Context: an optimization exercise on an open-source flow, tuned for small area and a short achievable clock period. The choices shown serve that exercise and are no tape-out recipe. Only simulation tests tie the RTL to the original design; equivalence was not proved. Power figures rest on the tool's default switching activity, not on a simulated workload.

==> config.mk <==
export PLATFORM = sky130hd
export DESIGN_NAME = FPM
export DESIGN_NICKNAME = FPM
export VERILOG_FILES = /design/flow/design.v
export SDC_FILE = /design/flow/constraint.sdc
export NUM_CORES = 4
export LEC_CHECK = 0
export CAP_MARGIN = 20
export CORE_MARGIN = 2
export CORE_UTILIZATION = 55
export CTS_CLUSTER_DIAMETER = 100
export CTS_CLUSTER_SIZE = 32
export SETUP_SLACK_MARGIN = 1.0
export SLEW_MARGIN = 20
export SYNTH_HIERARCHICAL = 1
export SYNTH_MINIMUM_KEEP_SIZE = 0
==> constraint.sdc <==
create_clock -name core_clock -period 3.0 [get_ports {clk}]
set_input_delay 0.6000 -clock core_clock [delete_from_list [all_inputs] [get_ports {clk}]]
set_output_delay 0.6000 -clock core_clock [all_outputs]
set_load 0.01 [all_outputs]
==> design.v <==
module FPM(A, B, SUM, clk);
  input [31:0] A, B;
  input clk;
  output [31:0] SUM;
  wire       s0_sgn = A[31] ^ B[31];
  wire [7:0] s0_exp = A[30:23] + B[30:23] + 8'h81;
  wire n1 = A[1] & A[0];
  wire n2 = A[1] ^ A[0];
  wire n3 = A[2] & A[1];
  wire n4 = A[2] ^ A[1];
  wire n5 = A[3] & A[2];
  wire n6 = A[3] ^ A[2];
  wire n7 = A[4] & A[3];
  wire n8 = A[4] ^ A[3];
  wire n9 = A[5] & A[4];
  wire n10 = A[5] ^ A[4];
  wire n11 = A[6] & A[5];
  wire n12 = A[6] ^ A[5];
  wire n13 = A[7] & A[6];
  wire n14 = A[7] ^ A[6];
  wire n15 = A[8] & A[7];
  wire n16 = A[8] ^ A[7];
  wire n17 = A[9] & A[8];
  wire n18 = A[9] ^ A[8];
  wire n19 = A[10] & A[9];
  wire n20 = A[10] ^ A[9];
  wire n21 = A[11] & A[10];
  wire n22 = A[11] ^ A[10];
  wire n23 = A[12] & A[11];
  wire n24 = A[12] ^ A[11];
  wire n25 = A[13] & A[12];
  wire n26 = A[13] ^ A[12];
  wire n27 = A[14] & A[13];
  wire n28 = A[14] ^ A[13];
  wire n29 = A[15] & A[14];
  wire n30 = A[15] ^ A[14];
  wire n31 = A[16] & A[15];
  wire n32 = A[16] ^ A[15];
  wire n33 = A[17] & A[16];
  wire n34 = A[17] ^ A[16];
  wire n35 = A[18] & A[17];
  wire n36 = A[18] ^ A[17];
  wire n37 = A[19] & A[18];
  wire n38 = A[19] ^ A[18];
  wire n39 = A[20] & A[19];
  wire n40 = A[20] ^ A[19];
  wire n41 = A[21] & A[20];
  wire n42 = A[21] ^ A[20];
  wire n43 = A[22] & A[21];
  wire n44 = A[22] ^ A[21];
  wire n45 = 1'b1 & A[22];
  wire n46 = 1'b1 ^ A[22];
  wire n47 = n1 | (n2 & 1'b0);
  wire n48 = n3 | (n4 & n1);
  wire n49 = n4 & n2;
  wire n50 = n5 | (n6 & n3);
  wire n51 = n6 & n4;
  wire n52 = n7 | (n8 & n5);
  wire n53 = n8 & n6;
  wire n54 = n9 | (n10 & n7);
  wire n55 = n10 & n8;
  wire n56 = n11 | (n12 & n9);
  wire n57 = n12 & n10;
  wire n58 = n13 | (n14 & n11);
  wire n59 = n14 & n12;
  wire n60 = n15 | (n16 & n13);
  wire n61 = n16 & n14;
  wire n62 = n17 | (n18 & n15);
  wire n63 = n18 & n16;
  wire n64 = n19 | (n20 & n17);
  wire n65 = n20 & n18;
  wire n66 = n21 | (n22 & n19);
  wire n67 = n22 & n20;
  wire n68 = n23 | (n24 & n21);
  wire n69 = n24 & n22;
  wire n70 = n25 | (n26 & n23);
  wire n71 = n26 & n24;
  wire n72 = n27 | (n28 & n25);
  wire n73 = n28 & n26;
  wire n74 = n29 | (n30 & n27);
  wire n75 = n30 & n28;
  wire n76 = n31 | (n32 & n29);
  wire n77 = n32 & n30;
  wire n78 = n33 | (n34 & n31);
  wire n79 = n34 & n32;
  wire n80 = n35 | (n36 & n33);
  wire n81 = n36 & n34;
  wire n82 = n37 | (n38 & n35);
  wire n83 = n38 & n36;
  wire n84 = n39 | (n40 & n37);
  wire n85 = n40 & n38;
  wire n86 = n41 | (n42 & n39);
  wire n87 = n42 & n40;
  wire n88 = n43 | (n44 & n41);
  wire n89 = n44 & n42;
  wire n90 = n45 | (n46 & n43);
  wire n91 = n46 & n44;
  wire n92 = 1'b0 | (1'b1 & n45);
  wire n93 = 1'b1 & n46;
  wire n94 = 1'b0 | (1'b0 & 1'b0);
  wire n95 = 1'b0 & 1'b1;
  wire n96 = n48 | (n49 & 1'b0);
  wire n97 = n50 | (n51 & n47);
  wire n98 = n52 | (n53 & n48);
  wire n99 = n53 & n49;
  wire n100 = n54 | (n55 & n50);
  wire n101 = n55 & n51;
  wire n102 = n56 | (n57 & n52);
  wire n103 = n57 & n53;
  wire n104 = n58 | (n59 & n54);
  wire n105 = n59 & n55;
  wire n106 = n60 | (n61 & n56);
  wire n107 = n61 & n57;
  wire n108 = n62 | (n63 & n58);
  wire n109 = n63 & n59;
  wire n110 = n64 | (n65 & n60);
  wire n111 = n65 & n61;
  wire n112 = n66 | (n67 & n62);
  wire n113 = n67 & n63;
  wire n114 = n68 | (n69 & n64);
  wire n115 = n69 & n65;
  wire n116 = n70 | (n71 & n66);
  wire n117 = n71 & n67;
  wire n118 = n72 | (n73 & n68);
  wire n119 = n73 & n69;
  wire n120 = n74 | (n75 & n70);
  wire n121 = n75 & n71;
  wire n122 = n76 | (n77 & n72);
  wire n123 = n77 & n73;
  wire n124 = n78 | (n79 & n74);
  wire n125 = n79 & n75;
  wire n126 = n80 | (n81 & n76);
  wire n127 = n81 & n77;
  wire n128 = n82 | (n83 & n78);
  wire n129 = n83 & n79;
  wire n130 = n84 | (n85 & n80);
  wire n131 = n85 & n81;
  wire n132 = n86 | (n87 & n82);
  wire n133 = n87 & n83;
  wire n134 = n88 | (n89 & n84);
  wire n135 = n89 & n85;
  wire n136 = n90 | (n91 & n86);
  wire n137 = n91 & n87;
  wire n138 = n92 | (n93 & n88);
  wire n139 = n93 & n89;
  wire n140 = n94 | (n95 & n90);
  wire n141 = n95 & n91;
  wire n142 = n98 | (n99 & 1'b0);
  wire n143 = n100 | (n101 & n47);
  wire n144 = n102 | (n103 & n96);
  wire n145 = n104 | (n105 & n97);
  wire n146 = n106 | (n107 & n98);
  wire n147 = n107 & n99;
  wire n148 = n108 | (n109 & n100);
  wire n149 = n109 & n101;
  wire n150 = n110 | (n111 & n102);
  wire n151 = n111 & n103;
  wire n152 = n112 | (n113 & n104);
  wire n153 = n113 & n105;
  wire n154 = n114 | (n115 & n106);
  wire n155 = n115 & n107;
  wire n156 = n116 | (n117 & n108);
  wire n157 = n117 & n109;
  wire n158 = n118 | (n119 & n110);
  wire n159 = n119 & n111;
  wire n160 = n120 | (n121 & n112);
  wire n161 = n121 & n113;
  wire n162 = n122 | (n123 & n114);
  wire n163 = n123 & n115;
  wire n164 = n124 | (n125 & n116);
  wire n165 = n125 & n117;
  wire n166 = n126 | (n127 & n118);
  wire n167 = n127 & n119;
  wire n168 = n128 | (n129 & n120);
  wire n169 = n129 & n121;
  wire n170 = n130 | (n131 & n122);
  wire n171 = n131 & n123;
  wire n172 = n132 | (n133 & n124);
  wire n173 = n133 & n125;
  wire n174 = n134 | (n135 & n126);
  wire n175 = n135 & n127;
  wire n176 = n136 | (n137 & n128);
  wire n177 = n137 & n129;
  wire n178 = n138 | (n139 & n130);
  wire n179 = n139 & n131;
  wire n180 = n140 | (n141 & n132);
  wire n181 = n141 & n133;
  wire n182 = n146 | (n147 & 1'b0);
  wire n183 = n148 | (n149 & n47);
  wire n184 = n150 | (n151 & n96);
  wire n185 = n152 | (n153 & n97);
  wire n186 = n154 | (n155 & n142);
  wire n187 = n156 | (n157 & n143);
  wire n188 = n158 | (n159 & n144);
  wire n189 = n160 | (n161 & n145);
  wire n190 = n162 | (n163 & n146);
  wire n191 = n163 & n147;
  wire n192 = n164 | (n165 & n148);
  wire n193 = n165 & n149;
  wire n194 = n166 | (n167 & n150);
  wire n195 = n167 & n151;
  wire n196 = n168 | (n169 & n152);
  wire n197 = n169 & n153;
  wire n198 = n170 | (n171 & n154);
  wire n199 = n171 & n155;
  wire n200 = n172 | (n173 & n156);
  wire n201 = n173 & n157;
  wire n202 = n174 | (n175 & n158);
  wire n203 = n175 & n159;
  wire n204 = n176 | (n177 & n160);
  wire n205 = n177 & n161;
  wire n206 = n178 | (n179 & n162);
  wire n207 = n179 & n163;
  wire n208 = n180 | (n181 & n164);
  wire n209 = n181 & n165;
  wire n210 = n190 | (n191 & 1'b0);
  wire n211 = n192 | (n193 & n47);
  wire n212 = n194 | (n195 & n96);
  wire n213 = n196 | (n197 & n97);
  wire n214 = n198 | (n199 & n142);
  wire n215 = n200 | (n201 & n143);
  wire n216 = n202 | (n203 & n144);
  wire n217 = n204 | (n205 & n145);
  wire n218 = n206 | (n207 & n182);
  wire n219 = n208 | (n209 & n183);
  wire [25:0] s0_t3 = {(1'b0 ^ n218), (1'b1 ^ n217), (n46 ^ n216), (n44 ^ n215), (n42 ^ n214), (n40 ^ n213), (n38 ^ n212), (n36 ^ n211), (n34 ^ n210), (n32 ^ n189), (n30 ^ n188), (n28 ^ n187), (n26 ^ n186), (n24 ^ n185), (n22 ^ n184), (n20 ^ n183), (n18 ^ n182), (n16 ^ n145), (n14 ^ n144), (n12 ^ n143), (n10 ^ n142), (n8 ^ n97), (n6 ^ n96), (n4 ^ n47), (n2 ^ 1'b0), A[0]};
  wire [24:0] q = {1'b1, B[22:0], 1'b0};
  wire [7:0] s0_m1, s0_m2, s0_m3, s0_m4, s0_neg;
  genvar gi, gj;
  generate for (gi = 0; gi < 8; gi = gi + 1) begin : enc
    wire [3:0] g = q[3*gi+3:3*gi];
    assign s0_neg[gi] = g[3] & ~(g[2] & g[1] & g[0]);
    assign s0_m1[gi] = (g == 4'b0001) | (g == 4'b0010) | (g == 4'b1101) | (g == 4'b1110);
    assign s0_m2[gi] = (g == 4'b0011) | (g == 4'b0100) | (g == 4'b1011) | (g == 4'b1100);
    assign s0_m3[gi] = (g == 4'b0101) | (g == 4'b0110) | (g == 4'b1001) | (g == 4'b1010);
    assign s0_m4[gi] = (g == 4'b0111) | (g == 4'b1000);
  end endgenerate
  reg [22:0] r1_a;
  reg [25:1] r1_t3;
  reg [7:0]  r1_m1, r1_m2, r1_m3, r1_m4, r1_neg;
  reg        r1_sgn;
  reg [7:0]  r1_exp;
  always @(posedge clk) begin
    r1_a <= A[22:0]; r1_t3 <= s0_t3[25:1];
    r1_m1 <= s0_m1; r1_m2 <= s0_m2; r1_m3 <= s0_m3; r1_m4 <= s0_m4; r1_neg <= s0_neg;
    r1_sgn <= s0_sgn; r1_exp <= s0_exp;
  end
  wire [27:0] m1x = {3'b001, r1_a[22:0], 2'b00};      
  wire [25:0] m3x = {r1_t3, r1_a[0]};                   
  wire [25:0] pp [0:7];
  generate for (gi = 0; gi < 8; gi = gi + 1) begin : rw
    for (gj = 0; gj < 26; gj = gj + 1) begin : cl
      assign pp[gi][gj] = ((r1_m1[gi] & m1x[gj+2]) | (r1_m2[gi] & m1x[gj+1]) |
                           (r1_m3[gi] & m3x[gj]) | (r1_m4[gi] & m1x[gj])) ^ r1_neg[gi];
    end
  end endgenerate
  wire n220 = ~r1_neg[0];
  wire n221 = ~r1_neg[1];
  wire n222 = ~r1_neg[2];
  wire n223 = ~r1_neg[3];
  wire n224 = ~r1_neg[4];
  wire n225 = ~r1_neg[5];
  wire n226 = ~r1_neg[6];
  wire n227 = ~r1_neg[7];
  wire n228 = ~r1_neg[0];
  wire n229 = ~r1_neg[0];
  wire n230 = ~r1_neg[0];
  wire n231, n232;
  fpm_fa un231 (r1_neg[1], pp[0][3], pp[1][0], n231, n232);
  wire n233, n234;
  fpm_fa un233 (r1_neg[2], pp[0][6], pp[1][3], n233, n234);
  wire n235, n236;
  fpm_fa un235 (pp[0][7], pp[1][4], pp[2][1], n235, n236);
  wire n237, n238;
  fpm_fa un237 (pp[0][8], pp[1][5], pp[2][2], n237, n238);
  wire n239, n240;
  fpm_fa un239 (r1_neg[3], pp[0][9], pp[1][6], n239, n240);
  wire n241, n242;
  fpm_fa un241 (pp[0][10], pp[1][7], pp[2][4], n241, n242);
  wire n243, n244;
  fpm_fa un243 (pp[0][11], pp[1][8], pp[2][5], n243, n244);
  wire n245, n246;
  fpm_fa un245 (r1_neg[4], pp[0][12], pp[1][9], n245, n246);
  wire n247, n248;
  fpm_fa un247 (pp[2][6], pp[3][3], pp[4][0], n247, n248);
  wire n249, n250;
  fpm_fa un249 (pp[0][13], pp[1][10], pp[2][7], n249, n250);
  wire n251, n252;
  fpm_fa un251 (pp[0][14], pp[1][11], pp[2][8], n251, n252);
  wire n253, n254;
  fpm_fa un253 (r1_neg[5], pp[0][15], pp[1][12], n253, n254);
  wire n255, n256;
  fpm_fa un255 (pp[2][9], pp[3][6], pp[4][3], n255, n256);
  wire n257, n258;
  fpm_fa un257 (pp[0][16], pp[1][13], pp[2][10], n257, n258);
  wire n259, n260;
  fpm_fa un259 (pp[3][7], pp[4][4], pp[5][1], n259, n260);
  wire n261, n262;
  fpm_fa un261 (pp[0][17], pp[1][14], pp[2][11], n261, n262);
  wire n263, n264;
  fpm_fa un263 (pp[3][8], pp[4][5], pp[5][2], n263, n264);
  wire n265, n266;
  fpm_fa un265 (r1_neg[6], pp[0][18], pp[1][15], n265, n266);
  wire n267, n268;
  fpm_fa un267 (pp[2][12], pp[3][9], pp[4][6], n267, n268);
  wire n269, n270;
  fpm_fa un269 (pp[0][19], pp[1][16], pp[2][13], n269, n270);
  wire n271, n272;
  fpm_fa un271 (pp[3][10], pp[4][7], pp[5][4], n271, n272);
  wire n273, n274;
  fpm_fa un273 (pp[0][20], pp[1][17], pp[2][14], n273, n274);
  wire n275, n276;
  fpm_fa un275 (pp[3][11], pp[4][8], pp[5][5], n275, n276);
  wire n277, n278;
  fpm_fa un277 (r1_neg[7], pp[0][21], pp[1][18], n277, n278);
  wire n279, n280;
  fpm_fa un279 (pp[2][15], pp[3][12], pp[4][9], n279, n280);
  wire n281, n282;
  fpm_fa un281 (pp[5][6], pp[6][3], pp[7][0], n281, n282);
  wire n283, n284;
  fpm_fa un283 (pp[0][22], pp[1][19], pp[2][16], n283, n284);
  wire n285, n286;
  fpm_fa un285 (pp[3][13], pp[4][10], pp[5][7], n285, n286);
  wire n287, n288;
  fpm_ha hn287 (pp[6][4], pp[7][1], n287, n288);
  wire n289, n290;
  fpm_fa un289 (pp[0][23], pp[1][20], pp[2][17], n289, n290);
  wire n291, n292;
  fpm_fa un291 (pp[3][14], pp[4][11], pp[5][8], n291, n292);
  wire n293, n294;
  fpm_ha hn293 (pp[6][5], pp[7][2], n293, n294);
  wire n295, n296;
  fpm_fa un295 (r1_a[0], pp[0][24], pp[1][21], n295, n296);
  wire n297, n298;
  fpm_fa un297 (pp[2][18], pp[3][15], pp[4][12], n297, n298);
  wire n299, n300;
  fpm_fa un299 (pp[5][9], pp[6][6], pp[7][3], n299, n300);
  wire n301, n302;
  fpm_fa un301 (r1_a[1], pp[0][25], pp[1][22], n301, n302);
  wire n303, n304;
  fpm_fa un303 (pp[2][19], pp[3][16], pp[4][13], n303, n304);
  wire n305, n306;
  fpm_fa un305 (pp[5][10], pp[6][7], pp[7][4], n305, n306);
  wire n307, n308;
  fpm_fa un307 (r1_a[2], r1_neg[0], pp[1][23], n307, n308);
  wire n309, n310;
  fpm_fa un309 (pp[2][20], pp[3][17], pp[4][14], n309, n310);
  wire n311, n312;
  fpm_fa un311 (pp[5][11], pp[6][8], pp[7][5], n311, n312);
  wire n313, n314;
  fpm_fa un313 (r1_a[3], r1_neg[0], pp[1][24], n313, n314);
  wire n315, n316;
  fpm_fa un315 (pp[2][21], pp[3][18], pp[4][15], n315, n316);
  wire n317, n318;
  fpm_fa un317 (pp[5][12], pp[6][9], pp[7][6], n317, n318);
  wire n319, n320;
  fpm_fa un319 (r1_a[4], r1_neg[0], pp[1][25], n319, n320);
  wire n321, n322;
  fpm_fa un321 (pp[2][22], pp[3][19], pp[4][16], n321, n322);
  wire n323, n324;
  fpm_fa un323 (pp[5][13], pp[6][10], pp[7][7], n323, n324);
  wire n325, n326;
  fpm_fa un325 (r1_a[5], n221, n230, n325, n326);
  wire n327, n328;
  fpm_fa un327 (pp[2][23], pp[3][20], pp[4][17], n327, n328);
  wire n329, n330;
  fpm_fa un329 (pp[5][14], pp[6][11], pp[7][8], n329, n330);
  wire n331, n332;
  fpm_fa un331 (r1_a[6], 1'b1, pp[2][24], n331, n332);
  wire n333, n334;
  fpm_fa un333 (pp[3][21], pp[4][18], pp[5][15], n333, n334);
  wire n335, n336;
  fpm_ha hn335 (pp[6][12], pp[7][9], n335, n336);
  wire n337, n338;
  fpm_fa un337 (r1_a[7], 1'b1, pp[2][25], n337, n338);
  wire n339, n340;
  fpm_fa un339 (pp[3][22], pp[4][19], pp[5][16], n339, n340);
  wire n341, n342;
  fpm_ha hn341 (pp[6][13], pp[7][10], n341, n342);
  wire n343, n344;
  fpm_fa un343 (r1_a[8], n222, pp[3][23], n343, n344);
  wire n345, n346;
  fpm_fa un345 (pp[4][20], pp[5][17], pp[6][14], n345, n346);
  wire n347, n348;
  fpm_fa un347 (r1_a[9], 1'b1, pp[3][24], n347, n348);
  wire n349, n350;
  fpm_fa un349 (pp[4][21], pp[5][18], pp[6][15], n349, n350);
  wire n351, n352;
  fpm_fa un351 (r1_a[10], 1'b1, pp[3][25], n351, n352);
  wire n353, n354;
  fpm_fa un353 (pp[4][22], pp[5][19], pp[6][16], n353, n354);
  wire n355, n356;
  fpm_fa un355 (r1_a[11], n223, pp[4][23], n355, n356);
  wire n357, n358;
  fpm_fa un357 (pp[5][20], pp[6][17], pp[7][14], n357, n358);
  wire n359, n360;
  fpm_fa un359 (r1_a[12], 1'b1, pp[4][24], n359, n360);
  wire n361, n362;
  fpm_fa un361 (pp[5][21], pp[6][18], pp[7][15], n361, n362);
  wire n363, n364;
  fpm_fa un363 (r1_a[13], 1'b1, pp[4][25], n363, n364);
  wire n365, n366;
  fpm_fa un365 (pp[5][22], pp[6][19], pp[7][16], n365, n366);
  wire n367, n368;
  fpm_fa un367 (r1_a[14], n224, pp[5][23], n367, n368);
  wire n369, n370;
  fpm_fa un369 (r1_a[15], 1'b1, pp[5][24], n369, n370);
  wire n371, n372;
  fpm_fa un371 (r1_a[16], 1'b1, pp[5][25], n371, n372);
  wire n373, n374;
  fpm_fa un373 (r1_a[17], n225, pp[6][23], n373, n374);
  wire n375, n376;
  fpm_fa un375 (r1_a[18], 1'b1, pp[6][24], n375, n376);
  wire n377, n378;
  fpm_fa un377 (r1_a[19], 1'b1, pp[6][25], n377, n378);
  wire n379, n380;
  fpm_fa un379 (r1_a[20], n226, pp[7][23], n379, n380);
  wire n381, n382;
  fpm_fa un381 (r1_a[21], 1'b1, pp[7][24], n381, n382);
  wire n383, n384;
  fpm_fa un383 (r1_a[22], 1'b1, pp[7][25], n383, n384);
  wire n385, n386;
  fpm_ha hn385 (pp[3][4], pp[4][1], n385, n386);
  wire n387, n388;
  fpm_ha hn387 (pp[3][5], pp[4][2], n387, n388);
  wire n389, n390;
  fpm_ha hn389 (pp[5][3], pp[6][0], n389, n390);
  wire n391, n392;
  fpm_ha hn391 (pp[6][20], pp[7][17], n391, n392);
  wire n393, n394;
  fpm_ha hn393 (pp[6][21], pp[7][18], n393, n394);
  wire n395, n396;
  fpm_ha hn395 (pp[6][22], pp[7][19], n395, n396);
  wire n397 = r1_neg[0] & pp[0][0];
  wire n398 = r1_neg[0] | pp[0][0];
  wire n399 = 1'b0 | (pp[0][1] & n397);
  reg [186:0] r2_m;
  reg        r2_sgn;
  reg [7:0]  r2_exp;
  always @(posedge clk) begin
    r2_m <= {n384, r1_neg[7], n383, n382, n381, n380, n379, n378, n377, n376, pp[7][22], n375, n374, pp[7][21], n373, n372, n396, pp[7][20], n371, n370, n395, n394, n369, n368, n393, n392, n367, n366, n364, n391, n365, n363, n362, n360, n361, n359, n358, n356, n357, n355, n354, n352, n353, n351, n350, n348, pp[7][13], n349, n347, n346, n344, pp[7][12], n345, n343, n340, n338, n342, pp[7][11], n339, n337, n334, n332, n341, n336, n333, n331, n330, n328, n335, n326, n329, n327, n324, n322, n320, n325, n323, n321, n319, n318, n316, n314, n317, n315, n313, n312, n310, n308, n311, n309, n307, n306, n304, n302, n305, n303, n301, n300, n298, n296, n299, n297, n295, n292, n290, n294, n291, n289, n286, n284, n293, n288, n285, n283, n282, n280, n278, n287, n281, n279, n277, n276, n274, n275, n273, n272, n270, pp[6][2], n271, n269, n268, n266, n390, pp[6][1], n267, n265, n264, n262, n389, n263, n261, n260, n258, n259, n257, n256, n254, n255, n253, n252, n388, pp[5][0], n251, n250, n387, n386, n249, n248, n246, n385, n247, n245, n244, n243, n242, pp[3][2], n241, n240, pp[3][1], n239, n238, pp[3][0], pp[2][3], n237, n236, n235, n234, n233, pp[2][0], pp[1][2], pp[0][5], n232, pp[1][1], pp[0][4], n231, n399, pp[0][2]};
    r2_sgn <= r1_sgn; r2_exp <= r1_exp;
  end
  wire n401, n402;
  fpm_fa un401 (r2_m[3], r2_m[4], r2_m[5], n401, n402);
  wire n403, n404;
  fpm_fa un403 (r2_m[14], r2_m[15], r2_m[16], n403, n404);
  wire n405, n406;
  fpm_fa un405 (r2_m[18], r2_m[19], r2_m[20], n405, n406);
  wire n407, n408;
  fpm_fa un407 (r2_m[21], r2_m[22], r2_m[23], n407, n408);
  wire n409, n410;
  fpm_fa un409 (r2_m[24], r2_m[25], r2_m[26], n409, n410);
  wire n411, n412;
  fpm_fa un411 (r2_m[27], r2_m[28], r2_m[29], n411, n412);
  wire n413, n414;
  fpm_fa un413 (r2_m[31], r2_m[32], r2_m[33], n413, n414);
  wire n415, n416;
  fpm_fa un415 (r2_m[35], r2_m[36], r2_m[37], n415, n416);
  wire n417, n418;
  fpm_fa un417 (r2_m[40], r2_m[41], r2_m[42], n417, n418);
  wire n419, n420;
  fpm_fa un419 (r2_m[44], r2_m[45], r2_m[46], n419, n420);
  wire n421, n422;
  fpm_fa un421 (r2_m[48], r2_m[49], r2_m[50], n421, n422);
  wire n423, n424;
  fpm_fa un423 (r2_m[53], r2_m[54], r2_m[55], n423, n424);
  wire n425, n426;
  fpm_fa un425 (r2_m[56], r2_m[57], r2_m[58], n425, n426);
  wire n427, n428;
  fpm_fa un427 (r2_m[59], r2_m[60], r2_m[61], n427, n428);
  wire n429, n430;
  fpm_ha hn429 (r2_m[62], r2_m[63], n429, n430);
  wire n431, n432;
  fpm_fa un431 (r2_m[64], r2_m[65], r2_m[66], n431, n432);
  wire n433, n434;
  fpm_ha hn433 (r2_m[67], r2_m[68], n433, n434);
  wire n435, n436;
  fpm_fa un435 (r2_m[69], r2_m[70], r2_m[71], n435, n436);
  wire n437, n438;
  fpm_fa un437 (r2_m[72], r2_m[73], r2_m[74], n437, n438);
  wire n439, n440;
  fpm_fa un439 (r2_m[75], r2_m[76], r2_m[77], n439, n440);
  wire n441, n442;
  fpm_fa un441 (r2_m[78], r2_m[79], r2_m[80], n441, n442);
  wire n443, n444;
  fpm_fa un443 (r2_m[81], r2_m[82], r2_m[83], n443, n444);
  wire n445, n446;
  fpm_fa un445 (r2_m[84], r2_m[85], r2_m[86], n445, n446);
  wire n447, n448;
  fpm_fa un447 (r2_m[87], r2_m[88], r2_m[89], n447, n448);
  wire n449, n450;
  fpm_fa un449 (r2_m[90], r2_m[91], r2_m[92], n449, n450);
  wire n451, n452;
  fpm_fa un451 (r2_m[93], r2_m[94], r2_m[95], n451, n452);
  wire n453, n454;
  fpm_fa un453 (r2_m[96], r2_m[97], r2_m[98], n453, n454);
  wire n455, n456;
  fpm_fa un455 (r2_m[99], r2_m[100], r2_m[101], n455, n456);
  wire n457, n458;
  fpm_fa un457 (r2_m[102], r2_m[103], r2_m[104], n457, n458);
  wire n459, n460;
  fpm_fa un459 (r2_m[105], r2_m[106], r2_m[107], n459, n460);
  wire n461, n462;
  fpm_fa un461 (r2_m[108], r2_m[109], r2_m[110], n461, n462);
  wire n463, n464;
  fpm_fa un463 (r2_m[111], r2_m[112], r2_m[113], n463, n464);
  wire n465, n466;
  fpm_fa un465 (r2_m[114], r2_m[115], r2_m[116], n465, n466);
  wire n467, n468;
  fpm_fa un467 (r2_m[117], r2_m[118], r2_m[119], n467, n468);
  wire n469, n470;
  fpm_fa un469 (r2_m[120], r2_m[121], r2_m[122], n469, n470);
  wire n471, n472;
  fpm_fa un471 (r2_m[123], r2_m[124], r2_m[125], n471, n472);
  wire n473, n474;
  fpm_fa un473 (r2_m[126], r2_m[127], r2_m[128], n473, n474);
  wire n475, n476;
  fpm_fa un475 (r2_m[129], r2_m[130], r2_m[131], n475, n476);
  wire n477, n478;
  fpm_fa un477 (r2_m[132], r2_m[133], r2_m[134], n477, n478);
  wire n479, n480;
  fpm_fa un479 (r2_m[135], r2_m[136], r2_m[137], n479, n480);
  wire n481, n482;
  fpm_ha hn481 (r2_m[138], r2_m[139], n481, n482);
  wire n483, n484;
  fpm_fa un483 (r2_m[140], r2_m[141], r2_m[142], n483, n484);
  wire n485, n486;
  fpm_ha hn485 (r2_m[143], r2_m[144], n485, n486);
  wire n487, n488;
  fpm_fa un487 (r2_m[145], r2_m[146], r2_m[147], n487, n488);
  wire n489, n490;
  fpm_fa un489 (r2_m[149], r2_m[150], r2_m[151], n489, n490);
  wire n491, n492;
  fpm_fa un491 (r2_m[153], r2_m[154], r2_m[155], n491, n492);
  wire n493, n494;
  fpm_fa un493 (r2_m[157], r2_m[158], r2_m[159], n493, n494);
  wire n495, n496;
  fpm_fa un495 (r2_m[161], r2_m[162], r2_m[163], n495, n496);
  wire n497, n498;
  fpm_fa un497 (r2_m[165], r2_m[166], r2_m[167], n497, n498);
  wire n499, n500;
  fpm_fa un499 (r2_m[169], r2_m[170], r2_m[171], n499, n500);
  wire n501, n502;
  fpm_fa un501 (r2_m[173], r2_m[174], r2_m[175], n501, n502);
  wire n503, n504;
  fpm_fa un503 (r2_m[176], r2_m[177], r2_m[178], n503, n504);
  wire n505, n506;
  fpm_fa un505 (r2_m[6], r2_m[7], n402, n505, n506);
  wire n507, n508;
  fpm_fa un507 (r2_m[30], n410, n411, n507, n508);
  wire n509, n510;
  fpm_fa un509 (r2_m[34], n412, n413, n509, n510);
  wire n511, n512;
  fpm_fa un511 (r2_m[38], r2_m[39], n414, n511, n512);
  wire n513, n514;
  fpm_fa un513 (r2_m[43], n416, n417, n513, n514);
  wire n515, n516;
  fpm_fa un515 (r2_m[47], n418, n419, n515, n516);
  wire n517, n518;
  fpm_fa un517 (r2_m[51], r2_m[52], n420, n517, n518);
  wire n519, n520;
  fpm_fa un519 (n422, n423, n425, n519, n520);
  wire n521, n522;
  fpm_fa un521 (n429, n424, n426, n521, n522);
  wire n523, n524;
  fpm_fa un523 (n430, n433, n428, n523, n524);
  wire n525, n526;
  fpm_fa un525 (n434, n432, n435, n525, n526);
  wire n527, n528;
  fpm_fa un527 (n436, n438, n439, n527, n528);
  wire n529, n530;
  fpm_fa un529 (n440, n442, n443, n529, n530);
  wire n531, n532;
  fpm_fa un531 (n444, n446, n447, n531, n532);
  wire n533, n534;
  fpm_fa un533 (n448, n450, n451, n533, n534);
  wire n535, n536;
  fpm_fa un535 (n452, n454, n455, n535, n536);
  wire n537, n538;
  fpm_fa un537 (n456, n458, n459, n537, n538);
  wire n539, n540;
  fpm_fa un539 (n460, n462, n463, n539, n540);
  wire n541, n542;
  fpm_fa un541 (n464, n466, n467, n541, n542);
  wire n543, n544;
  fpm_fa un543 (n468, n470, n471, n543, n544);
  wire n545, n546;
  fpm_fa un545 (n472, n474, n475, n545, n546);
  wire n547, n548;
  fpm_fa un547 (n481, n476, n478, n547, n548);
  wire n549, n550;
  fpm_fa un549 (n482, n485, n480, n549, n550);
  wire n551, n552;
  fpm_fa un551 (r2_m[148], n486, n484, n551, n552);
  wire n553, n554;
  fpm_fa un553 (r2_m[152], n488, n489, n553, n554);
  wire n555, n556;
  fpm_fa un555 (r2_m[156], n490, n491, n555, n556);
  wire n557, n558;
  fpm_fa un557 (r2_m[160], n492, n493, n557, n558);
  wire n559, n560;
  fpm_fa un559 (r2_m[164], n494, n495, n559, n560);
  wire n561, n562;
  fpm_fa un561 (r2_m[168], n496, n497, n561, n562);
  wire n563, n564;
  fpm_fa un563 (r2_m[172], n498, n499, n563, n564);
  wire n565, n566;
  fpm_fa un565 (r2_m[179], r2_m[180], n504, n565, n566);
  wire n567, n568;
  fpm_fa un567 (r2_m[8], r2_m[9], n506, n567, n568);
  wire n569, n570;
  fpm_ha hn569 (r2_m[10], r2_m[11], n569, n570);
  wire n571, n572;
  fpm_ha hn571 (r2_m[12], r2_m[13], n571, n572);
  wire n573, n574;
  fpm_ha hn573 (r2_m[17], n403, n573, n574);
  wire n575, n576;
  fpm_ha hn575 (n404, n405, n575, n576);
  wire n577, n578;
  fpm_ha hn577 (n406, n407, n577, n578);
  wire n579, n580;
  fpm_ha hn579 (n408, n409, n579, n580);
  wire n581, n582;
  fpm_fa un581 (n415, n511, n510, n581, n582);
  wire n583, n584;
  fpm_ha hn583 (n512, n513, n583, n584);
  wire n585, n586;
  fpm_ha hn585 (n514, n515, n585, n586);
  wire n587, n588;
  fpm_fa un587 (n421, n517, n516, n587, n588);
  wire n589, n590;
  fpm_ha hn589 (n518, n519, n589, n590);
  wire n591, n592;
  fpm_fa un591 (n427, n521, n520, n591, n592);
  wire n593, n594;
  fpm_fa un593 (n431, n522, n523, n593, n594);
  wire n595, n596;
  fpm_fa un595 (n437, n524, n525, n595, n596);
  wire n597, n598;
  fpm_fa un597 (n441, n526, n527, n597, n598);
  wire n599, n600;
  fpm_fa un599 (n445, n528, n529, n599, n600);
  wire n601, n602;
  fpm_fa un601 (n449, n530, n531, n601, n602);
  wire n603, n604;
  fpm_fa un603 (n453, n532, n533, n603, n604);
  wire n605, n606;
  fpm_fa un605 (n457, n534, n535, n605, n606);
  wire n607, n608;
  fpm_fa un607 (n461, n536, n537, n607, n608);
  wire n609, n610;
  fpm_fa un609 (n465, n538, n539, n609, n610);
  wire n611, n612;
  fpm_fa un611 (n469, n540, n541, n611, n612);
  wire n613, n614;
  fpm_fa un613 (n473, n542, n543, n613, n614);
  wire n615, n616;
  fpm_fa un615 (n477, n544, n545, n615, n616);
  wire n617, n618;
  fpm_fa un617 (n479, n547, n546, n617, n618);
  wire n619, n620;
  fpm_fa un619 (n483, n548, n549, n619, n620);
  wire n621, n622;
  fpm_fa un621 (n487, n550, n551, n621, n622);
  wire n623, n624;
  fpm_ha hn623 (n552, n553, n623, n624);
  wire n625, n626;
  fpm_ha hn625 (n554, n555, n625, n626);
  wire n627, n628;
  fpm_ha hn627 (n556, n557, n627, n628);
  wire n629, n630;
  fpm_ha hn629 (n558, n559, n629, n630);
  wire n631, n632;
  fpm_ha hn631 (n560, n561, n631, n632);
  wire n633, n634;
  fpm_ha hn633 (n562, n563, n633, n634);
  wire n635, n636;
  fpm_fa un635 (n500, n501, n564, n635, n636);
  wire n637, n638;
  fpm_ha hn637 (n502, n503, n637, n638);
  wire n639, n640;
  fpm_fa un639 (r2_m[181], r2_m[182], n566, n639, n640);
  wire n641, n642;
  fpm_ha hn641 (r2_m[183], r2_m[184], n641, n642);
  wire n643, n644;
  fpm_ha hn643 (r2_m[185], r2_m[186], n643, n644);
  wire n645 = r2_m[0] & r2_m[1];
  wire n646 = r2_m[0] | r2_m[1];
  wire n647 = 1'b0 | (r2_m[2] & n645);
  wire n649 = 1'b0 | (n401 & n647);
  reg [82:0] r3_m;
  reg        r3_sgn;
  reg [7:0]  r3_exp;
  always @(posedge clk) begin
    r3_m <= {n643, n642, n640, n641, n639, n565, n638, n636, n637, n635, n634, n633, n632, n631, n630, n629, n628, n627, n626, n625, n624, n622, n623, n621, n620, n619, n618, n616, n617, n615, n614, n613, n612, n611, n610, n609, n608, n607, n606, n605, n604, n603, n602, n601, n600, n599, n598, n597, n596, n595, n594, n593, n592, n591, n590, n588, n589, n587, n586, n585, n584, n582, n583, n581, n509, n508, n507, n580, n579, n578, n577, n576, n575, n574, n573, n572, n571, n570, n568, n569, n567, n649, n505};
    r3_sgn <= r2_sgn; r3_exp <= r2_exp;
  end
  wire [47:0] n651 = {r3_m[81], r3_m[79], r3_m[78], r3_m[76], r3_m[74], r3_m[72], r3_m[70], r3_m[68], r3_m[66], r3_m[64], r3_m[62], r3_m[60], r3_m[58], r3_m[56], r3_m[54], r3_m[52], r3_m[50], r3_m[48], r3_m[46], r3_m[44], r3_m[42], r3_m[40], r3_m[38], r3_m[36], r3_m[34], r3_m[32], r3_m[30], r3_m[28], r3_m[26], r3_m[24], r3_m[22], r3_m[20], r3_m[19], r3_m[17], r3_m[15], r3_m[13], r3_m[11], r3_m[9], r3_m[7], r3_m[5], r3_m[3], r3_m[2], r3_m[0], 1'b0, 1'b0, 1'b0, 1'b0, 1'b0};
  wire [47:0] n652 = {r3_m[82], r3_m[80], 1'b0, r3_m[77], r3_m[75], r3_m[73], r3_m[71], r3_m[69], r3_m[67], r3_m[65], r3_m[63], r3_m[61], r3_m[59], r3_m[57], r3_m[55], r3_m[53], r3_m[51], r3_m[49], r3_m[47], r3_m[45], r3_m[43], r3_m[41], r3_m[39], r3_m[37], r3_m[35], r3_m[33], r3_m[31], r3_m[29], r3_m[27], r3_m[25], r3_m[23], r3_m[21], 1'b0, r3_m[18], r3_m[16], r3_m[14], r3_m[12], r3_m[10], r3_m[8], r3_m[6], r3_m[4], 1'b0, r3_m[1], 1'b0, 1'b0, 1'b0, 1'b0, 1'b0};
  wire n654, n653;
  fpm_ha hn654 (r3_m[0], r3_m[1], n654, n653);
  wire n655;
  fpm_ao an655 (1'b0, r3_m[2], n653, n655);
  wire n657, n656;
  fpm_ha hn657 (r3_m[3], r3_m[4], n657, n656);
  wire n659, n658;
  fpm_ha hn659 (r3_m[5], r3_m[6], n659, n658);
  wire n661, n660;
  fpm_ha hn661 (r3_m[7], r3_m[8], n661, n660);
  wire n663, n662;
  fpm_ha hn663 (r3_m[9], r3_m[10], n663, n662);
  wire n665, n664;
  fpm_ha hn665 (r3_m[11], r3_m[12], n665, n664);
  wire n667, n666;
  fpm_ha hn667 (r3_m[13], r3_m[14], n667, n666);
  wire n669, n668;
  fpm_ha hn669 (r3_m[15], r3_m[16], n669, n668);
  wire n671, n670;
  fpm_ha hn671 (r3_m[17], r3_m[18], n671, n670);
  wire n672;
  fpm_ao an672 (n658, n659, n656, n672);
  wire n673;
  fpm_ao an673 (n662, n663, n660, n673);
  wire n674 = n663 & n661;
  wire n675;
  fpm_ao an675 (n666, n667, n664, n675);
  wire n676 = n667 & n665;
  wire n677;
  fpm_ao an677 (n670, n671, n668, n677);
  wire n678 = n671 & n669;
  wire n679;
  fpm_ao an679 (n660, n661, n672, n679);
  wire n680;
  fpm_ao an680 (n673, n674, n672, n680);
  wire n681;
  fpm_ao an681 (n668, n669, n675, n681);
  wire n682 = n669 & n676;
  wire n683;
  fpm_ao an683 (n677, n678, n675, n683);
  wire n684 = n678 & n676;
  wire n685;
  fpm_ao an685 (n664, n665, n680, n685);
  wire n686;
  fpm_ao an686 (n675, n676, n680, n686);
  wire n687;
  fpm_ao an687 (n681, n682, n680, n687);
  wire n688;
  fpm_ao an688 (n683, n684, n680, n688);
  wire n690, n689;
  fpm_ha hn690 (r3_m[20], r3_m[21], n690, n689);
  wire n692, n691;
  fpm_ha hn692 (r3_m[22], r3_m[23], n692, n691);
  wire n694, n693;
  fpm_ha hn694 (r3_m[24], r3_m[25], n694, n693);
  wire n696, n695;
  fpm_ha hn696 (r3_m[26], r3_m[27], n696, n695);
  wire n698, n697;
  fpm_ha hn698 (r3_m[28], r3_m[29], n698, n697);
  wire n700, n699;
  fpm_ha hn700 (r3_m[30], r3_m[31], n700, n699);
  wire n702, n701;
  fpm_ha hn702 (r3_m[32], r3_m[33], n702, n701);
  wire n703;
  fpm_ao an703 (n689, n690, 1'b0, n703);
  wire n704;
  fpm_ao an704 (n693, n694, n691, n704);
  wire n705 = n694 & n692;
  wire n706;
  fpm_ao an706 (n697, n698, n695, n706);
  wire n707 = n698 & n696;
  wire n708;
  fpm_ao an708 (n701, n702, n699, n708);
  wire n709 = n702 & n700;
  wire n710;
  fpm_ao an710 (n691, n692, n703, n710);
  wire n711;
  fpm_ao an711 (n704, n705, n703, n711);
  wire n712;
  fpm_ao an712 (n699, n700, n706, n712);
  wire n713 = n700 & n707;
  wire n714;
  fpm_ao an714 (n708, n709, n706, n714);
  wire n715 = n709 & n707;
  wire n716;
  fpm_ao an716 (n695, n696, n711, n716);
  wire n717;
  fpm_ao an717 (n706, n707, n711, n717);
  wire n718;
  fpm_ao an718 (n712, n713, n711, n718);
  wire n719;
  fpm_ao an719 (n714, n715, n711, n719);
  wire n721, n720;
  fpm_ha hn721 (r3_m[34], r3_m[35], n721, n720);
  wire n723, n722;
  fpm_ha hn723 (r3_m[36], r3_m[37], n723, n722);
  wire n725, n724;
  fpm_ha hn725 (r3_m[38], r3_m[39], n725, n724);
  wire n727, n726;
  fpm_ha hn727 (r3_m[40], r3_m[41], n727, n726);
  wire n729, n728;
  fpm_ha hn729 (r3_m[42], r3_m[43], n729, n728);
  wire n731, n730;
  fpm_ha hn731 (r3_m[44], r3_m[45], n731, n730);
  wire n732;
  fpm_ao an732 (n722, n723, n720, n732);
  wire n733;
  fpm_ao an733 (n726, n727, n724, n733);
  wire n734 = n727 & n725;
  wire n735;
  fpm_ao an735 (n730, n731, n728, n735);
  wire n736 = n731 & n729;
  wire n737;
  fpm_ao an737 (n724, n725, n732, n737);
  wire n738;
  fpm_ao an738 (n733, n734, n732, n738);
  wire n739;
  fpm_ao an739 (n728, n729, n738, n739);
  wire n740;
  fpm_ao an740 (n735, n736, n738, n740);
  wire n742, n741;
  fpm_ha hn742 (r3_m[46], r3_m[47], n742, n741);
  wire n744, n743;
  fpm_ha hn744 (r3_m[48], r3_m[49], n744, n743);
  wire n746, n745;
  fpm_ha hn746 (r3_m[50], r3_m[51], n746, n745);
  wire n748, n747;
  fpm_ha hn748 (r3_m[52], r3_m[53], n748, n747);
  wire n750, n749;
  fpm_ha hn750 (r3_m[54], r3_m[55], n750, n749);
  wire n752, n751;
  fpm_ha hn752 (r3_m[56], r3_m[57], n752, n751);
  wire n753;
  fpm_ao an753 (n743, n744, n741, n753);
  wire n754;
  fpm_ao an754 (n747, n748, n745, n754);
  wire n755 = n748 & n746;
  wire n756;
  fpm_ao an756 (n751, n752, n749, n756);
  wire n757 = n752 & n750;
  wire n758;
  fpm_ao an758 (n745, n746, n753, n758);
  wire n759;
  fpm_ao an759 (n754, n755, n753, n759);
  wire n760;
  fpm_ao an760 (n749, n750, n759, n760);
  wire n761;
  fpm_ao an761 (n756, n757, n759, n761);
  wire n763, n762;
  fpm_ha hn763 (r3_m[58], r3_m[59], n763, n762);
  wire n765, n764;
  fpm_ha hn765 (r3_m[60], r3_m[61], n765, n764);
  wire n767, n766;
  fpm_ha hn767 (r3_m[62], r3_m[63], n767, n766);
  wire n769, n768;
  fpm_ha hn769 (r3_m[64], r3_m[65], n769, n768);
  wire n771, n770;
  fpm_ha hn771 (r3_m[66], r3_m[67], n771, n770);
  wire n773, n772;
  fpm_ha hn773 (r3_m[68], r3_m[69], n773, n772);
  wire n774;
  fpm_ao an774 (n764, n765, n762, n774);
  wire n775;
  fpm_ao an775 (n768, n769, n766, n775);
  wire n776 = n769 & n767;
  wire n777;
  fpm_ao an777 (n772, n773, n770, n777);
  wire n778 = n773 & n771;
  wire n779;
  fpm_ao an779 (n766, n767, n774, n779);
  wire n780;
  fpm_ao an780 (n775, n776, n774, n780);
  wire n781;
  fpm_ao an781 (n770, n771, n780, n781);
  wire n782;
  fpm_ao an782 (n777, n778, n780, n782);
  wire n784, n783;
  fpm_ha hn784 (r3_m[70], r3_m[71], n784, n783);
  wire n786, n785;
  fpm_ha hn786 (r3_m[72], r3_m[73], n786, n785);
  wire n788, n787;
  fpm_ha hn788 (r3_m[74], r3_m[75], n788, n787);
  wire n790, n789;
  fpm_ha hn790 (r3_m[76], r3_m[77], n790, n789);
  wire n792, n791;
  fpm_ha hn792 (r3_m[79], r3_m[80], n792, n791);
  wire n794, n793;
  fpm_ha hn794 (r3_m[81], r3_m[82], n794, n793);
  wire n795;
  fpm_ao an795 (n785, n786, n783, n795);
  wire n796;
  fpm_ao an796 (n789, n790, n787, n796);
  wire n797 = n790 & n788;
  wire n798;
  fpm_ao an798 (n791, n792, 1'b0, n798);
  wire n799 = n792 & r3_m[78];
  wire n800;
  fpm_ao an800 (n787, n788, n795, n800);
  wire n801;
  fpm_ao an801 (n796, n797, n795, n801);
  wire n802;
  fpm_ao an802 (n793, n794, n798, n802);
  wire n803 = n794 & n799;
  wire n804;
  fpm_ao an804 (1'b0, r3_m[78], n801, n804);
  wire n805;
  fpm_ao an805 (n798, n799, n801, n805);
  wire n806;
  fpm_ao an806 (n802, n803, n801, n806);
  reg r4_lg0;
  reg r4_lg1;
  reg r4_lp1;
  reg r4_lg2;
  reg r4_lp2;
  reg [5:0] r4_us0;
  reg r4_ug0;
  reg r4_up0;
  reg [5:0] r4_us1;
  reg r4_ug1;
  reg r4_up1;
  reg [5:0] r4_us2;
  reg r4_ug2;
  reg r4_up2;
  reg [6:0] r4_us3;
  reg r4_ug3;
  reg r4_up3;
  reg        r4_sgn;
  reg [7:0]  r4_exp;
  always @(posedge clk) begin
    r4_lg0 <= n655;
    r4_lg1 <= n688;
    r4_lp1 <= &{n657, n659, n661, n663, n665, n667, n669, n671};
    r4_lg2 <= n719;
    r4_lp2 <= &{r3_m[19], n690, n692, n694, n696, n698, n700, n702};
    r4_us0 <= {(n731 ^ n739), (n729 ^ n738), (n727 ^ n737), (n725 ^ n732), (n723 ^ n720), n721};
    r4_ug0 <= n740;
    r4_up0 <= &{n721, n723, n725, n727, n729, n731};
    r4_us1 <= {(n752 ^ n760), (n750 ^ n759), (n748 ^ n758), (n746 ^ n753), (n744 ^ n741), n742};
    r4_ug1 <= n761;
    r4_up1 <= &{n742, n744, n746, n748, n750, n752};
    r4_us2 <= {(n773 ^ n781), (n771 ^ n780), (n769 ^ n779), (n767 ^ n774), (n765 ^ n762), n763};
    r4_ug2 <= n782;
    r4_up2 <= &{n763, n765, n767, n769, n771, n773};
    r4_us3 <= {(n794 ^ n805), (n792 ^ n804), (r3_m[78] ^ n801), (n790 ^ n800), (n788 ^ n795), (n786 ^ n783), n784};
    r4_ug3 <= n806;
    r4_up3 <= &{n784, n786, n788, n790, r3_m[78], n792, n794};
    r4_sgn <= r3_sgn; r4_exp <= r3_exp;
  end
  wire n807 = r4_lg1 | (r4_lp1 & r4_lg0);
  wire n808 = r4_lg2 | (r4_lp2 & n807);
  wire [5:0] n809;
  assign n809[0] = 1'b1;
  assign n809[1] = &r4_us0[0:0];
  assign n809[2] = &r4_us0[1:0];
  assign n809[3] = &r4_us0[2:0];
  assign n809[4] = &r4_us0[3:0];
  assign n809[5] = &r4_us0[4:0];
  wire [5:0] n810 = r4_us0 ^ ({6{n808}} & n809);
  wire n811 = r4_ug0 | (r4_up0 & n808);
  wire [5:0] n812;
  assign n812[0] = 1'b1;
  assign n812[1] = &r4_us1[0:0];
  assign n812[2] = &r4_us1[1:0];
  assign n812[3] = &r4_us1[2:0];
  assign n812[4] = &r4_us1[3:0];
  assign n812[5] = &r4_us1[4:0];
  wire [5:0] n813 = r4_us1 ^ ({6{n811}} & n812);
  wire n814 = r4_ug1 | (r4_up1 & n811);
  wire [5:0] n815;
  assign n815[0] = 1'b1;
  assign n815[1] = &r4_us2[0:0];
  assign n815[2] = &r4_us2[1:0];
  assign n815[3] = &r4_us2[2:0];
  assign n815[4] = &r4_us2[3:0];
  assign n815[5] = &r4_us2[4:0];
  wire [5:0] n816 = r4_us2 ^ ({6{n814}} & n815);
  wire n817 = r4_ug2 | (r4_up2 & n814);
  wire [6:0] n818;
  assign n818[0] = 1'b1;
  assign n818[1] = &r4_us3[0:0];
  assign n818[2] = &r4_us3[1:0];
  assign n818[3] = &r4_us3[2:0];
  assign n818[4] = &r4_us3[3:0];
  assign n818[5] = &r4_us3[4:0];
  assign n818[6] = &r4_us3[5:0];
  wire [6:0] n819 = r4_us3 ^ ({7{n817}} & n818);
  wire n820 = r4_ug3 | (r4_up3 & n817);
  wire [24:0] n821 = {n819, n816, n813, n810};
  reg [24:0] r5_p;
  reg        r5_sgn;
  reg [7:0]  r5_exp;
  always @(posedge clk) begin
    r5_p <= n821;
    r5_sgn <= r4_sgn; r5_exp <= r4_exp;
  end
  wire [31:0] n822 = {r5_sgn, r5_exp + {7'd0, r5_p[24]}, r5_p[24] ? r5_p[23:1] : r5_p[22:0]};
  reg [31:0] r6_o;
  always @(posedge clk) r6_o <= n822;
  reg [31:0] r7_o;
  always @(posedge clk) r7_o <= r6_o;
  reg [31:0] r8_o;
  always @(posedge clk) r8_o <= r7_o;
  reg [31:0] r9_o;
  always @(posedge clk) r9_o <= r8_o;
  reg [31:0] r10_o;
  always @(posedge clk) r10_o <= r9_o;
  assign SUM = r10_o;
endmodule
module fpm_fa(a, b, c, s, co);
  input a, b, c;
  output s, co;
  assign s = a ^ b ^ c;
  assign co = (a & b) | (a & c) | (b & c);
endmodule
module fpm_x3(a, b, c, s);
  input a, b, c;
  output s;
  assign s = a ^ b ^ c;
endmodule
module fpm_mj(a, b, c, co);
  input a, b, c;
  output co;
  assign co = (a & b) | (a & c) | (b & c);
endmodule
module fpm_ao(g, p, c, y);
  input g, p, c;
  output y;
  assign y = g | (p & c);
endmodule
module fpm_ha(a, b, s, co);
  input a, b;
  output s, co;
  assign s = a ^ b;
  assign co = a & b;
endmodule
==> flow/run.sh <==
#!/bin/bash
# Layout: the standard ORFS flow (standard.sh, unchanged synthesis and
# steps), except that the buffers global placement puts on the input and
# output ports are plain buffers (buf_2, resized later as timing needs)
# instead of the delay cell buffer_ports picks by default.
set -euo pipefail
cd "$(dirname "$0")/.."
export BUFFER_PORTS_ARGS="-buffer_cell sky130_fd_sc_hd__buf_2"
bash standard.sh > standard_flow.log 2>&1
==> standard.sh <==
#!/bin/bash
# synth_recipe.tcl (not shown) runs the flow's synth.tcl, then flattens the netlist and writes it again
# the make line also repeats each setting of config.mk as NAME=value (left out here)
make -C /OpenROAD-flow-scripts/flow DESIGN_CONFIG=/design/flow/config.mk WORK_HOME=/design/flow/orfs CLKGATE_MAP_FILE= SYNTH_SCRIPT=/design/flow/synth_recipe.tcl "${@:-finish}"
==> results_dict.tcl, run 1 <==
set metrics [dict create \
    antenna_found_initial 11 \
    r2r_cells 4 \
    netlist_area_sq_mm 0.0261 \
    io_buffers 96 \
    drive_above_1_share_pct 14.3 \
    via_per_inst 5.96 \
    post-place-ws_ns 0.464 \
    io_pins 97 \
    drv_cap 0 \
    path_buf_inv 0 \
    outcome "timing/DRC/antenna clean" \
    yosysUniqueCellTypes 58 \
    synth-seq-cells 624 \
    ys_seq_area_share_pct 47.8 \
    drt-initial-drc-count 1480 \
    htree_levels 1 \
    synth_compound_area_share_pct 16.0 \
    gr-total-overflow 0 \
    clock_latency_ns 0.63 \
    setup-tns-final_ns 0 \
    firstDrtPassIters 6 \
    grt_pass1_vias 16236 \
    r2r_end "r2_m[92]" \
    clkSinkCount 624 \
    cts_tree "yes" \
    synth_fa_ha_area_share_pct 18.9 \
    cts_inserted_buffers 24 \
    vias 16506 \
    whs_endpoint "r1_a[14]" \
    ir_drop_uv 563 \
    root_buffer "clkbuf_16" \
    ys_top_cells_by_area "dfxtp_1 (48%), fa_1 (13%), xnor2_1 (8.5%)" \
    postSynth.asyncResetShare_pct 0 \
    yosysMostFrequentCell "dfxtp_1" \
    cp_slowest_cell "dfxtp_1" \
    hold_buffers 0 \
    hp-class "primary input to register" \
    synthSimpleGateAreaFrac_pct 3.56 \
    wire_per_inst_microns 21.9 \
    fmax_mhz 499 \
    synth_xor_area_share_pct 9.81 \
    path_delay_family "flip-flops" \
    synth-main-ff-cell "dfxtp_1" \
    syn_area_per_cell_sq_um 12.3 \
    cts.reportedPaths.clkPinSlew_ns 0.12 \
    finalSetupViolations 0 \
    layout.nets 2511 \
    rsz0062_at_grt "true" \
    period_minus_slack_ns 2.00 \
    grt_pass1_wl_microns 94000 \
    max_stage_delay_ns 0.83 \
    hold_depth 1 \
    ys_warn_count 7 \
    postSynthCellCount 2124 \
    required_ns 3.47 \
    power_density_mw_per_mm2 938 \
    p_leak_nw 11.5 \
    crit_fanout 15 \
    cts_setup_buffers 0 \
    hpwlAfterDp_microns 42900 \
    fin_total_pwr_mw 26.7 \
    fin_crit_sh_pct 66.8 \
    finalMaxSlewViolations 0 \
    cp.arrival_ns 2.48 \
    final_hold_viol_count 0 \
    worst_pin_slew_ns 0.759 \
    ant_nets 0 \
    yosysTopAreaCell "dfxtp_1" \
    synth_top_area_share_pct 47.8 \
    start_util_pct 55.9 \
    routed_wl_microns 60700 \
    worstSetupPathType "register to register" \
    grt_usage_pct 24.2 \
    core_sq_mm 0.0468 \
    cts_buffer_depth 3 \
    gp_congestion 0.896 \
    fin_skew_ns 0.0740 \
    fp.dieH_microns 222 \
    start_kind "register" \
    synth-edff-count 0 \
    synthMuxAreaShare_pct 0.991 \
    min_from "A[14]" \
    synth_common_cells "dfxtp_1 (624), xnor2_1 (254), a221oi_1 (176), fa_1 (175), a22o_1 (168)" \
    slew_headroom_pct 49.3 \
    synth_top_family_by_area "adder cells" \
    grt_max_degree 33 \
    end_kind "register" \
    rows 79 \
    drc_errors 0 \
    die_area_sq_mm 0.0493 \
    path_cells "a22o_1, a221oi_1, xnor2_1, fa_1" \
    regToRegSetupSlack_ns 1.0 \
    die_w_microns 222 \
    crit-reg2reg-launch "r1_m4[7]" \
    worst_slack_ns 0.995 \
    synthToLayoutAreaGrowth_pct 8.73 \
]
==> sequential cells by signal (all words and copies together), names as in the netlist, 23 cells and up <==
name,count
r3_m,83
r7_o,32
r8_o,32
r9_o,32
r1_t3,25
r1_a,23
r2_m,187
r5_p,25
r6_o,32
r10_o,32
==> worst reg2reg max path, cell delays in order, from the launching register on <==
cell and delay [ns]:
dfxtp_1 0.83, a22o_1 0.24, a221oi_1 0.06, xnor2_1 0.27, fa_1 0.48
==> worst max path at each step <==
stage / start / to / slack [ns] / cells past startpoint
after global routing: r1_m3[5] / r2_m[148] / 0.96 / 5
after global placement: A[1] / r1_t3[19] / 0.48 / 10
after detailed placement: A[1] / r1_t3[19] / 0.46 / 10
after floorplan: A[0] / r1_t3[19] / 0.90 / 9
final: r1_m4[7] / r2_m[92] / 1.0 / 4
after CTS: r1_a[14] / r2_m[109] / 1.00 / 5
==> final cells by class <==
type                    count  area [sq um]
fillers                  3786         18300
multi-input cells        1308         13300
flip-flops and latches    624         12500
repair buffers            172          1060
well taps                 607           759
clock buffers              24           601
inverters                  27           101
clock inverters             4          67.6
diodes                      4          10.0
==> Yosys stat by module (local to each module, per instance) <==
module	times used	flops+latches	cell area [sq um]	cells inside
FPM	1	624	21500	1836
fpm_ha	72	0	12.5	1
fpm_ao	43	0	7.51	1
fpm_fa	173	0	20.0	1
==> where the power goes <==
group | switching (mW) | total [mW] | internal [mW]
Sequential | 1.66 | 13.4 | 11.7
Combinational | 4.72 | 9.36 | 4.64
Clock | 2.45 | 3.94 | 1.49
==> cell usage in the layout, fill, tap and decap left out, types with 22 or more instances in the layout <==
cell       instances
buf_4             74
nand2_1           33
o21ai_0           26
clkbuf_16         24
fa_1             170
a21o_1            51
xor2_1            39
a21oi_1           34
and2_1            22
nand3_1           25
nor2_1            25
inv_1             24
ha_1             104
a221oi_2          24
buf_2             96
xnor2_1          254
mux2_2            23
dfxtp_1          599
a22o_1           168
a221oi_1         152
dfxtp_2           22
==> through the flow <==
step	hold WS, ns	utilization, %	area [sq um]	instances
finish	0.103	60.8	28400	2770
CTS	0.0933	60.4	28200	2766
global route	0.0951	60.8	28400	2766
global placement	0.310	58.9	27500	2738
detailed placement	0.312	58.9	27500	2738
floorplan	0.310	-	26400	2138
==> kinds of logic (layout without fill, tap and decap cells) <==
family                     count (synthesis)  count (layout)
muxes                                     23              23
AOI/OAI and AO/OA                        513             513
xor gates and xnor gates                 293             293
adders and majority gates                289             289
other                                      2              20
and+or+nand+nor                          174             174
DFF                                      624             624
buffers and inverters                    206             227
==> layer usage <==
layer,GRT usage (%),wire [microns],up-vias
li1,-,-,7579
met1,34.7,27400,8053
met2,37.0,26400,722
met3,4.65,4940,140
met4,7.61,1890,12
met5,0,72,-
==> timing repair <==
action,in CTS,in global routing
setup endpoints to repair,56,49
pin swaps,1,11
resized for setup,20,42
endpoints found under the hold margin,0,0
==> inputs of run 2 (changes only) <==
--- a/config.mk
+++ b/config.mk
@@ -7,10 +7,10 @@
 export LEC_CHECK = 0
 export CAP_MARGIN = 20
 export CORE_MARGIN = 2
-export CORE_UTILIZATION = 55
+export CORE_UTILIZATION = 62
 export CTS_CLUSTER_DIAMETER = 100
 export CTS_CLUSTER_SIZE = 32
-export SETUP_SLACK_MARGIN = 1.0
+export SETUP_SLACK_MARGIN = 0.95
 export SLEW_MARGIN = 20
 export SYNTH_HIERARCHICAL = 1
 export SYNTH_MINIMUM_KEEP_SIZE = 0
==> run 2 against run 1 <==
  * Die area shrank 11%
  * Clock skew shrank 0.051 ns
  * Synthesized area stayed put
  * Total power down 0.60%
  * Critical path type unchanged
  * Highest routed layer unchanged
==> results_dict.tcl, run 2 <==
set metrics [dict create \
    antenna_found_initial 17 \
    grt_pass1_vias 16668 \
    htree_levels 1 \
    drv_cap 0 \
    clkSinkCount 624 \
    gr-total-overflow 0 \
    hold_buffers 0 \
    yosysMostFrequentCell "dfxtp_1" \
    power_density_mw_per_mm2 942 \
    final_hold_viol_count 0 \
    largest_reg_flops 187 \
    drc_errors 0 \
    ys_warn_count 7 \
    ir_drop_uv 746 \
    fin_skew_ns 0.0235 \
    cts_inserted_buffers 23 \
    crit_fanout 25 \
    reg.largest.list "r2_m: 187 flops, r3_m: 83 flops" \
    grt_max_degree 33 \
    ys_top_cells_by_area "dfxtp_1 (48%), fa_1 (13%), xnor2_1 (8.5%)" \
    fin_area_sq_mm 0.0282 \
    via_per_inst 6.18 \
    dpl_cell_area_sq_mm 0.0275 \
    whs_endpoint "r1_a[5]" \
    yosysUniqueCellTypes 58 \
    firstDrtPassIters 6 \
    hp-class "primary input to register" \
    root_buffer "clkbuf_16" \
    layout.nets 2512 \
    io_buffers 96 \
    fin_crit_sh_pct 67.4 \
    synth-main-ff-cell "dfxtp_1" \
    fmax_mhz 494 \
    start_kind "register" \
    postSynth.asyncResetShare_pct 0 \
    vias 16700 \
    setup-tns-final_ns 0 \
    r2r_end "r2_m[57]" \
    required_ns 3.46 \
    grtUsageMet3_pct 6.46 \
    synth-edff-count 0 \
    worstSetupPathType "register to register" \
    netlist_area_sq_mm 0.0261 \
    r2r_cells 5 \
    outcome "timing/DRC/antenna clean" \
    synth-seq-cells 624 \
    hold_depth 1 \
    grt_usage_pct 27.3 \
    synth_top_area_share_pct 47.8 \
    postSynthCellCount 2124 \
    synthToLayoutAreaGrowth_pct 7.69 \
    gp_congestion 0.954 \
    drt-initial-drc-count 1828 \
    grt_use_met2_pct 42.5 \
    yosysTopAreaCell "dfxtp_1" \
    die_area_sq_mm 0.0438 \
    layout_commonest_cell "dfxtp_1" \
    cts_tree "yes" \
    fin_total_pwr_mw 26.5 \
    cts_setup_buffers 0 \
    cts.reportedPaths.clkPinSlew_ns 0.11 \
    final_cell_mix "dfxtp_1 (602), xnor2_1 (254), a221oi_1 (173), fa_1 (173), a22o_1 (168)" \
    end_kind "register" \
    regMostFlops "r2_m" \
    ys_seq_area_share_pct 47.8 \
    min_from "A[5]" \
    fp.dieH_microns 209 \
    slew_headroom_pct 48.4 \
    rsz0062_at_grt "true" \
    clock_latency_ns 0.59 \
    post-route-util_pct 67.4 \
    start_util_pct 62.6 \
    finalSetupViolations 0 \
    hpwlAfterDp_microns 42600 \
    core_sq_mm 0.0418 \
    crit-reg2reg-launch "r1_a[17]" \
    grt-busiest-layer "met2" \
    routed_wl_microns 59900 \
    die_w_microns 209 \
    met1_usage_pct 37.7 \
    cp.arrival_ns 2.48 \
    wire_per_inst_microns 22.2 \
    syn_area_per_cell_sq_um 12.3 \
    io_pins 97 \
    p_leak_nw 11.4 \
    synth_common_cells "dfxtp_1 (624), xnor2_1 (254), a221oi_1 (176), fa_1 (175), a22o_1 (168)" \
    period_minus_slack_ns 2.02 \
    rows 75 \
    regToRegSetupSlack_ns 0.98 \
    ant_nets 0 \
    worst_pin_slew_ns 0.773 \
    drive_above_1_share_pct 12.9 \
    cts_buffer_depth 3 \
    grt_pass1_wl_microns 93500 \
    finalMaxSlewViolations 0 \
]
run 2: changes by cell type in the layout (fill, tap and decap cells not counted), sizes merged:
cell / previous run / this run
clkbuf: 24 / 23
diode: 4 / 6
inv: 28 / 29
buf: 172 / 174
clkinv: 3 / 1
run 2: critical path, stage by stage, from the launching register on:
cell and delay, ns:
dfxtp_1 0.31, buf_4 0.24, a22o_1 0.25, a221oi_1 0.32, xnor2_1 0.19, fa_1 0.56
run 2: layer usage:
layer | part of all wire (%) | vias up
li1 | - | 7584
met1 | 43 | 8135
met2 | 44 | 792
met3 | 9.1 | 171
met4 | 3.5 | 18
met5 | 0.20 | -
run 2: stage by stage:
stage               setup WS [ns]  hold WS, ns  instances
detailed placement          0.506        0.312       2672
CTS                         0.953        0.104       2698
global route                0.927        0.125       2698
floorplan                   0.902        0.310       2138
global placement            0.521        0.310       2672
finish                      0.977        0.139       2704
run 2: worst max path at each step:
stage	slack, ns	to	startpoint	cells after the start
2_1_floorplan	0.90	r1_t3[19]	A[0]	9
3_3_place_gp	0.52	r1_t3[19]	A[1]	10
3_5_place_dp	0.51	r1_t3[19]	A[1]	10
4_1_cts	0.95	r2_m[17]	r1_m4[1]	5
5_1_grt	0.93	r2_m[109]	r1_a[14]	5
6_report	0.98	r2_m[57]	r1_a[17]	5
run 2: timing repair:
action | CTS | global route
pin swaps | 0 | 1
resized for setup | 9 | 19
setup endpoints to repair | 27 | 32
run 2: layout make-up:
cell class	count	area [sq um]
repair buffers	174	1080
well taps	539	674
multi-input cells	1308	13100
fillers	3111	13600
clock buffers	23	576
diodes	6	15.0
inverters	27	101
clock inverters	3	40.0
flip-flops and latches	624	12500
run 2: kinds of logic after synthesis:
kind of cell / synth area share, %
xor gates and xnor gates: 9.81
adders and majority gates: 18.9
other: 0.0287
and+or+nand+nor: 3.56
buffers and inverters: 2.98
DFF: 47.8
AOI/OAI and AO/OA: 16.0
muxes: 0.991
run 2: per-module statistics from Yosys (local to each module, per instance):
| module | area, sq um | copies in the design | cells |
|---|---|---|---|
| FPM | 21500 | 1 | 1836 |
| fpm_ao | 7.51 | 43 | 1 |
| fpm_fa | 20.0 | 173 | 1 |
| fpm_ha | 12.5 | 72 | 1 |
run 2: power by group:
part	internal (mW)	switching, mW
clock network	1.42	2.33
registers	11.7	1.73
logic	4.61	4.71
total	17.8	8.76

==> port drivers added, routing unchanged <==
The flow's constraints put no driver on any port. The routed layouts listed below were extracted and timed again, unchanged, in two steps.
Step 1, drivers: a clkbuf_16 drives clk and a buf_2 each remaining input, both assumed.
Step 2 adds t to the input delays and takes it off the output delays; t is the mean of the earliest and latest rising clock arrival at the registers after step 1. Input paths then give back, and output paths get back, about the clock's delay inside the block.
Slacks: ideal / step 1 / step 2; pairs: ideal / step 1.
run	t (ns)	setup WS [ns]	worst data-port slew with drivers (ns)	pins driven straight from the clock port
run 1	0.649	0.995 / 0.995 / 0.516	0.08	1
run 2	0.641	0.977 / 0.977 / 0.513	0.08	1
After both steps every run listed still meets setup and hold. For run 1, which loses most, drivers alone change the setup slack by 0.000 ns; drivers and shift together by -0.479 ns.
